This design comes from an exercise in tuning for small area on the open sky130 flow, not from production work. The RTL was checked by simulation tests, not by an equivalence proof against the original design. Power is estimated from default activity; no workload was simulated.

==> design/flow/design.v <==
module top (
    input  logic       clk,
    input  logic       rst,
    input  logic       gradient,
    input  logic       red,
    input  logic       green,
    input  logic       blue,
    input  logic       white,
    input  logic       box_enable,
    output logic       vga_h_sync,
    output logic       vga_v_sync,
    output logic [7:0] VGA_R,
    output logic [7:0] VGA_G,
    output logic [7:0] VGA_B,
    output logic       vga_sync,
    output logic       vga_display
);
    logic [7:0] xk;
    logic       xc;
    logic [1:0] xj;
    logic [5:0] yq;
    logic [2:0] ya;
    logic       yb;
    logic [9:0] ux;
    logic [8:0] uy;
    logic       dx, dy;
    logic [7:0] r, b;
    logic       g;
    wire x0   = (xk == 8'd0) && !xc && (xj == 2'd0);      
    wire x1   = (xk == 8'd0) && !xc && (xj == 2'd1);      
    wire xend = (xk == 8'd159) && xc && (xj == 2'd1);     
    wire yend = (yq == 6'd34) && (ya == 3'd7) && yb;      
    wire y0   = (yq == 6'd0) && (ya == 3'd0) && !yb;      
    wire fend = xend && yend;
    wire disp_x = !xk[7] && !x0 && !((xk == 8'd127) && xc && (xj == 2'd2));
    wire disp_y = (yq < 6'd31) || ((yq == 6'd31) && !((ya == 3'd7) && yb));
    wire disp   = disp_x && disp_y;
    wire hs = ((xk > 8'd131) && (xk < 8'd150)) ||
              ((xk == 8'd131) && (xc || (xj != 2'd0))) ||
              ((xk == 8'd150) && !xc && (xj == 2'd0));
    wire vs = (yq == 6'd32) && (ya == 3'd5) && (yb == x0);
    assign vga_h_sync  = hs;
    assign vga_v_sync  = vs;
    assign vga_sync    = hs & vs;
    assign vga_display = disp;
    wire xo3 = (xk == 8'd0) || ((xk >= 8'd43) && (xk <= 8'd85));    
    wire xl2 = (xk >= 8'd43) && (xk <= 8'd84);                      
    wire xlo_end = !xc && (xj == (xo3 ? 2'd2 : 2'd1));
    wire xhi_end =  xc && ((xj == (xl2 ? 2'd1 : 2'd2)) || xend);
    always_ff @(posedge clk) begin
        if (rst || xend) begin
            xk <= 8'd0; xc <= 1'b0; xj <= 2'd0;
        end else if (xlo_end) begin
            xc <= 1'b1; xj <= 2'd0;
        end else if (xhi_end) begin
            xk <= xk + 8'd1; xc <= 1'b0; xj <= 2'd0;
        end else begin
            xj <= xj + 2'd1;
        end
    end
    logic [2:0] ys;    
    always_comb begin
        if (yq <= 6'd4) ys = 3'd0;
        else if (yq <= 6'd8) ys = 3'd1;
        else if (yq <= 6'd13) ys = 3'd2;
        else if (yq <= 6'd17) ys = 3'd3;
        else if (yq <= 6'd22) ys = 3'd4;
        else if (yq <= 6'd26) ys = 3'd5;
        else ys = 3'd6;
    end
    wire ysingle = (yq != 6'd0) && (ya == ys);
    always_ff @(posedge clk) begin
        if (rst) begin
            yq <= 6'd0; ya <= 3'd0; yb <= 1'b0;
        end else if (xend) begin
            if (yend) begin
                yq <= 6'd0; ya <= 3'd0; yb <= 1'b0;
            end else if (!yb && !ysingle) begin
                yb <= 1'b1;
            end else begin
                yb <= 1'b0;
                ya <= ya + 3'd1;
                if (ya == 3'd7) yq <= yq + 6'd1;
            end
        end
    end
    wire xhold = (xk >= 8'd128) && (xk <= 8'd130);
    wire yhold = (yq == 6'd34) && !(ya == 3'd7 && yb);
    wire bx_zero = (ux == 10'd785);
    wire bx_max  = (ux <= 10'd195);           
    wire by_zero = (uy == 9'd511);
    wire by_max  = (uy <= 9'd81);             
    wire recentre = x1 && y0 && (ux == 10'd1) && (uy == 9'd0);
    wire mvx_r = fend && !dx && !bx_max;      
    wire mvx_l = fend &&  dx && !bx_zero;     
    wire mvy_d = fend && !dy && !by_max;
    wire mvy_u = fend &&  dy && !by_zero;
    wire       ux_en = !xhold && !mvx_r;
    wire       ux_up = ux[0] || mvx_l;
    wire [8:0] ux_hi = (ux[9] && ux[8] && ux[4]) ? 9'd0 : ux[9:1] + 9'd1;   
    wire       uy_en = xend && !yhold && !mvy_d;
    wire       uy_up = uy[0] || mvy_u;
    always_ff @(posedge clk) begin
        if (rst) begin
            ux <= 10'd491;            
            uy <= 9'd297;             
            dx <= 1'b0;
            dy <= 1'b0;
        end else if (recentre) begin
            ux <= 10'd493;            
            uy <= 9'd297;
            dx <= 1'b0;
            dy <= 1'b0;
        end else begin
            if (ux_en) ux <= {ux_up ? ux_hi : ux[9:1], ux[0] ^ !mvx_l};
            if (uy_en) uy <= {uy_up ? uy[8:1] + 8'd1 : uy[8:1], uy[0] ^ !mvy_u};
            if (fend && !dx && bx_max) dx <= 1'b1;
            if (fend &&  dx && bx_zero) dx <= 1'b0;
            if (fend && !dy && by_max) dy <= 1'b1;
            if (fend &&  dy && by_zero) dy <= 1'b0;
        end
    end
    wire hit = (ux < 10'd50) && (uy < 9'd50);
    wire [2:0] nsel = gradient + red + green + blue + white + box_enable;
    wire none  = (nsel == 3'd0);
    wire black = rst || !disp || (nsel > 3'd1);
    wire [7:0] r_val = gradient ? {xk[6:0], xc} : ((red || white || (box_enable && hit)) ? 8'hff : 8'h00);
    wire       g_val = green || white;
    wire [7:0] b_val = gradient ? {yq[4:0], ya} : ((blue || white || (box_enable && hit)) ? 8'hff : 8'h00);
    always_ff @(posedge clk) begin
        if (black) begin
            r <= 8'h00; g <= 1'b0; b <= 8'h00;
        end else if (!none) begin
            r <= r_val; g <= g_val; b <= b_val;
        end
    end
    assign VGA_R = r;
    assign VGA_G = {8{g}};
    assign VGA_B = b;
endmodule
==> design/flow/run.sh <==
#!/bin/bash
# synth_recipe.tcl (not shown) runs the flow's synth.tcl, then flattens the netlist and writes it again
# the make line also repeats each setting of config.mk as NAME=value (left out here)
make -C /OpenROAD-flow-scripts/flow DESIGN_CONFIG=/design/flow/config.mk WORK_HOME=/design/flow/orfs CLKGATE_MAP_FILE= SYNTH_SCRIPT=/design/flow/synth_recipe.tcl finish
==> design/flow/config.mk <==
export PLATFORM = sky130hd
export DESIGN_NAME = top
export DESIGN_NICKNAME = top
export VERILOG_FILES = /design/flow/design.v
export SDC_FILE = /design/flow/constraint.sdc
export NUM_CORES = 4
export LEC_CHECK = 0
export ABC_AREA = 1
export CAP_MARGIN = 20
export CORE_MARGIN = 2
export CORE_UTILIZATION = 40
export SLEW_MARGIN = 20
==> design/flow/constraint.sdc <==
create_clock -name core_clock -period 20.0 [get_ports {clk}]
set_input_delay 4.0000 -clock core_clock [delete_from_list [all_inputs] [get_ports {clk}]]
set_output_delay 4.0000 -clock core_clock [all_outputs]
set_load 0.01 [all_outputs]
==> notes.md <==
----------------------------------------------------
[Run status]
  Outcome ... complete, no violations

[Critical path]
  RR Endpoint ... ux[3]
  Buffering stage count on the worst path with inverters included ... 4
  Reg2reg start ... xc
  R2R cell count ... 11
  Cell class contributing the biggest share of worst-path delay ... adder cells
  CP startpoint kind ... input pin
  Worst Setup SP ... gradient
  Critical path depth in cells ... 12
  Internal reg-to-reg setup slack ... around 17 ns
  Data arrival time at the worst-slack endpoint ... roughly 7.9 ns
  Setup Crit Path Kind ... in -> reg
  Crit path max fanout ... 18
  Critical Path Slowest Stage Cell ... sky130_fd_sc_hd__clkdlybuf4s50_1
  Highest cell delay on the worst timing path ... between 0.7 and 0.8 ns
  Worst setup path end ... b[4]
  Crit end category ... register
  Cell Chain, Critical Path ... clkdlybuf4s50_1 -> fa_1 -> inv_1 -> fa_1 -> inv_1 -> ha_1 -> fa_1 -> nor2_1 -> inv_1 -> nor3_2 -> o21ai_0 -> a21oi_1
  Required time worst endpoint ... roughly 20 ns

[Synth]
  Synth async-reset ratio ... 0%
  Number of synthesized register bits ... between 50 and 60
  Syn Nets ... 587
  Number of instances in the synthesized netlist ... 553
  Number of warning messages in the yosys log ... 1
  Flip-flop cell with the highest count after synthesis ... sky130_fd_sc_hd__dfxtp_1
  Syn Std Cell Area ... 0.00391 mm2
  Per-instance average area after synthesis ... just over 7 um2
  Synth top area share ... a little under a third
  Distinct cells, synth ... between 50 and 60
  Number of enable-type register cells in the synthesized netlist ... 0
  Post-synth top area cell ... sky130_fd_sc_hd__dfxtp_1
  Leading cell types by total area after synthesis ... sky130_fd_sc_hd__dfxtp_1, sky130_fd_sc_hd__nand2_1, sky130_fd_sc_hd__ha_1
  Share of the yosys chip area belonging to registers ... a little under a third

[STA]
  Fmax ... ~130 MHz
  Layout Skew ... 0.0111 ns
  Rel. slew slack ... roughly 48%
  Total count of hold-check failures in the final report ... 0
  Hold slack final ... 0.452 ns
  RSZ-0062 raised after global routing ... no
  Final setup violating endpoints ... 0
  Minimum clock period ... approximately 7.6 ns
  Max-slew violations ... 0
  Transition time of the tightest slew-check pin ... 0.775 ns
  Setup TNS ... 0 ns
  Post-route fraction of the period consumed by the critical path ... 37.9%
  Slack of the critical path ... ~12 ns

[Final layout]
  Antenna diode count ... 0
  Fraction of final layout cells with drive strength greater than 1 ... roughly a tenth
  Non-filler cells in the finished layout ... a little over 700
  Core occupancy in the finished layout ... between 40% and 50%
  Post-route cell area ... ~0.0045 mm2
  Layout Area Growth over Synthesis ... 15.5%
  Nets@finish ... ~610

[Place]
  Routability congestion estimate ... 0.872
  Buffers on Ports ... 35
  Pre-CTS setup slack ... around 12 ns
  Post-Place Cell Area ... approximately 0.0043 mm2
  Number of placed instances with taps included ... around 700
  Hpwl dp ... 7560 um

[Global routing]
  Remaining global-route overflow ... 0
  Vias in the first global route ... 3,384
  Pin count of the biggest net entering global routing ... 19
  Global routing usage summed across all routing layers ... between 15 and 20%
  First-pass GRT wire length ... roughly 16,000 um
  Antenna violations before repair ... 0

[Route]
  Detail-routed net length per standard cell ... 13.5 um
  Total wire length ... 9720 um
  Vias ... ~3,600
  Number of remaining DRC errors ... 0
  1st-iter DRT viols ... 210
  Antenna-violating nets left ... 0
  Number of vias per cell after detailed routing ... about 5.0
  First drt pass iteration count ... 5

[Floorplan]
  Area of the placeable core ... roughly 0.0096 mm2
  Chip height ... between 100 and 150 um
  Count of boundary I/O pins ... 36
  Initial cell density of the core ... roughly two fifths
  Die W ... 103 um
  Area of the die ... roughly 0.011 mm2
  Number of placement rows ... 36

[Worst hold path]
  Path category of the worst min-delay check ... reg -> reg

[Clocking]
  Post-CTS Setup Inserts ... 0
  Maximum number of buffers from clock root to sink ... 2
  Clock-pin slew reported for the worst setup and hold paths after clock tree synthesis ... 0.07 ns
  Post-CTS Resized ... 0
  Worst-Skew Late Latency ... approximately 0.35 ns
  CTS Buf Count ... 9
  Clock root buffer ... sky130_fd_sc_hd__clkbuf_8
  TritonCTS clock tree ... yes
  CTS Sinks ... just under 60
  Maximum level of the CTS H-tree ... 3
  Quantity of hold-fixing buffers added after cts ... 0

[Power]
  Worst VDD drop ... approximately 0.03 mV
  Overall power after layout ... 0.336 mW
  P_leak ... about 1.9 nW
  Pwr/cell area ... about 74 mW/mm2

[Run]
  Maximum Capacitance Violations ... 0

----------------------------------------------------
[kinds of logic after synthesis]
group,Yosys count,share of synthesized area (%)
flops,59,30.2
xor+xnor,10,2.24
simple gates,247,31.5
fa+ha+maj,26,8.90
compound gates,105,15.5
buf+inv,106,11.7
[sequential cells by signal, indices dropped and copies added (netlist names)]
| register | flops |
|---|---|
| b | 8 |
| dx | 1 |
| dy | 1 |
| g | 1 |
| r | 8 |
| ux | 10 |
| uy | 9 |
| xc | 1 |
| xj | 2 |
| xk | 8 |
| ya | 3 |
| yb | 1 |
| yq | 6 |
[final cells by class]
type                            instances  area, um2
Tap cell                              133        166
Timing Repair Buffer                   35        350
Sequential cell                        59       1180
Fill cell                             973       5120
Clock buffer                           12        145
Clock inverter                          4       73.8
Multi-Input combinational cell        388       2270
Inverter                               87        328
[layout by cell type (no fill, tap or decap), types with 2 or more instances in the layout]
cell type	count
sky130_fd_sc_hd__o211ai_1	4
sky130_fd_sc_hd__nor2_1	48
sky130_fd_sc_hd__or2_2	2
sky130_fd_sc_hd__a31o_2	2
sky130_fd_sc_hd__clkdlybuf4s50_1	35
sky130_fd_sc_hd__nand3_2	3
sky130_fd_sc_hd__nand3_1	32
sky130_fd_sc_hd__nand2_1	105
sky130_fd_sc_hd__nand4_1	12
sky130_fd_sc_hd__nand2_4	2
sky130_fd_sc_hd__inv_1	76
sky130_fd_sc_hd__clkbuf_8	10
sky130_fd_sc_hd__a31oi_1	4
sky130_fd_sc_hd__inv_2	10
sky130_fd_sc_hd__nor2_4	6
sky130_fd_sc_hd__bufinv_16	2
sky130_fd_sc_hd__dfxtp_1	59
sky130_fd_sc_hd__o22ai_1	3
sky130_fd_sc_hd__ha_1	23
sky130_fd_sc_hd__nand3_4	2
sky130_fd_sc_hd__a311oi_1	2
sky130_fd_sc_hd__xor2_1	8
sky130_fd_sc_hd__a21oi_1	40
sky130_fd_sc_hd__nor4_1	3
sky130_fd_sc_hd__clkinv_2	2
sky130_fd_sc_hd__nor2_2	5
sky130_fd_sc_hd__nor3_1	13
sky130_fd_sc_hd__fa_1	3
sky130_fd_sc_hd__xnor2_1	2
sky130_fd_sc_hd__clkbuf_1	2
sky130_fd_sc_hd__o21ai_1	11
sky130_fd_sc_hd__nand3b_1	2
sky130_fd_sc_hd__o21ai_0	29
sky130_fd_sc_hd__nand2_2	6
[Yosys cell counts (4+ instances only)]
master and number:
sky130_fd_sc_hd__nand2_2 6, sky130_fd_sc_hd__nand4_1 12, sky130_fd_sc_hd__dfxtp_1 59, sky130_fd_sc_hd__o211ai_1 4, sky130_fd_sc_hd__inv_2 10, sky130_fd_sc_hd__nor2_2 5, sky130_fd_sc_hd__inv_1 76, sky130_fd_sc_hd__clkbuf_1 4
sky130_fd_sc_hd__a31oi_1 4, sky130_fd_sc_hd__nor3_1 13, sky130_fd_sc_hd__ha_1 23, sky130_fd_sc_hd__a21oi_1 40, sky130_fd_sc_hd__nand3_1 32, sky130_fd_sc_hd__buf_4 11, sky130_fd_sc_hd__nand2_1 105, sky130_fd_sc_hd__o21ai_0 29
sky130_fd_sc_hd__o21ai_1 11, sky130_fd_sc_hd__nor2_4 6, sky130_fd_sc_hd__nor2_1 48, sky130_fd_sc_hd__xor2_1 8
[where the power goes]
group | internal, mW | switching, mW | leakage, nW
Sequential | 0.125 | 0.0109 | 0.478
Clock | 0.0737 | 0.0504 | 0.111
Combinational | 0.0299 | 0.0462 | 1.35
Total | 0.229 | 0.107 | 1.94
[worst min path at each step]
stage,start,cells after the start,end
floorplan,xj[0],1,xj[0]
global placement,xj[0],1,xj[0]
detailed placement,xj[0],1,xj[0]
CTS,xj[0],1,xj[0]
global route,xj[0],1,xj[0]
finish,xj[0],1,xj[0]
[worst register-to-register path, cell delays in order (launching register included)]
cell                       delay [ns]
sky130_fd_sc_hd__dfxtp_1         0.68
sky130_fd_sc_hd__inv_1           0.20
sky130_fd_sc_hd__nor3_4          0.32
sky130_fd_sc_hd__nand3_4         0.20
sky130_fd_sc_hd__nor2_4          0.19
sky130_fd_sc_hd__nand3b_1        0.10
sky130_fd_sc_hd__ha_1            0.21
sky130_fd_sc_hd__nor2_4          0.19
sky130_fd_sc_hd__clkinv_2        0.13
sky130_fd_sc_hd__nor2_2          0.17
sky130_fd_sc_hd__inv_2           0.06
sky130_fd_sc_hd__a31o_2          0.19
[metal layers]
layer,GRT usage [%],vias up,wire length (um)
met5,0,-,0
met2,32.6,63,4710
li1,-,1860,-
met1,25.7,1685,4440
met4,7.89,0,177
met3,3.19,16,390

[port drivers added, routing unchanged]
The flow's constraints put no driver on any port. The routed layout listed below was extracted and timed again, unchanged, in two steps. Step 1 assumes that a clkbuf_16 drives the clock port and a buf_2 every other input. Step 2 times the ports against the registers' clock, not the clock port: input delays grow and output delays shrink by t, the midpoint of the rising clock arrivals with the driver on. Three values: ideal, step 1, step 2; two values: the first two.
shift t [ns]: 0.371
setup slack, ns: 12.411 / 12.417 / 12.045
clock arrival spread, ns: 0.012 / 0.011
After both steps setup and hold are still met in this run. The setup slack of this run moves by +0.006 ns with the drivers and by -0.366 ns with both steps.
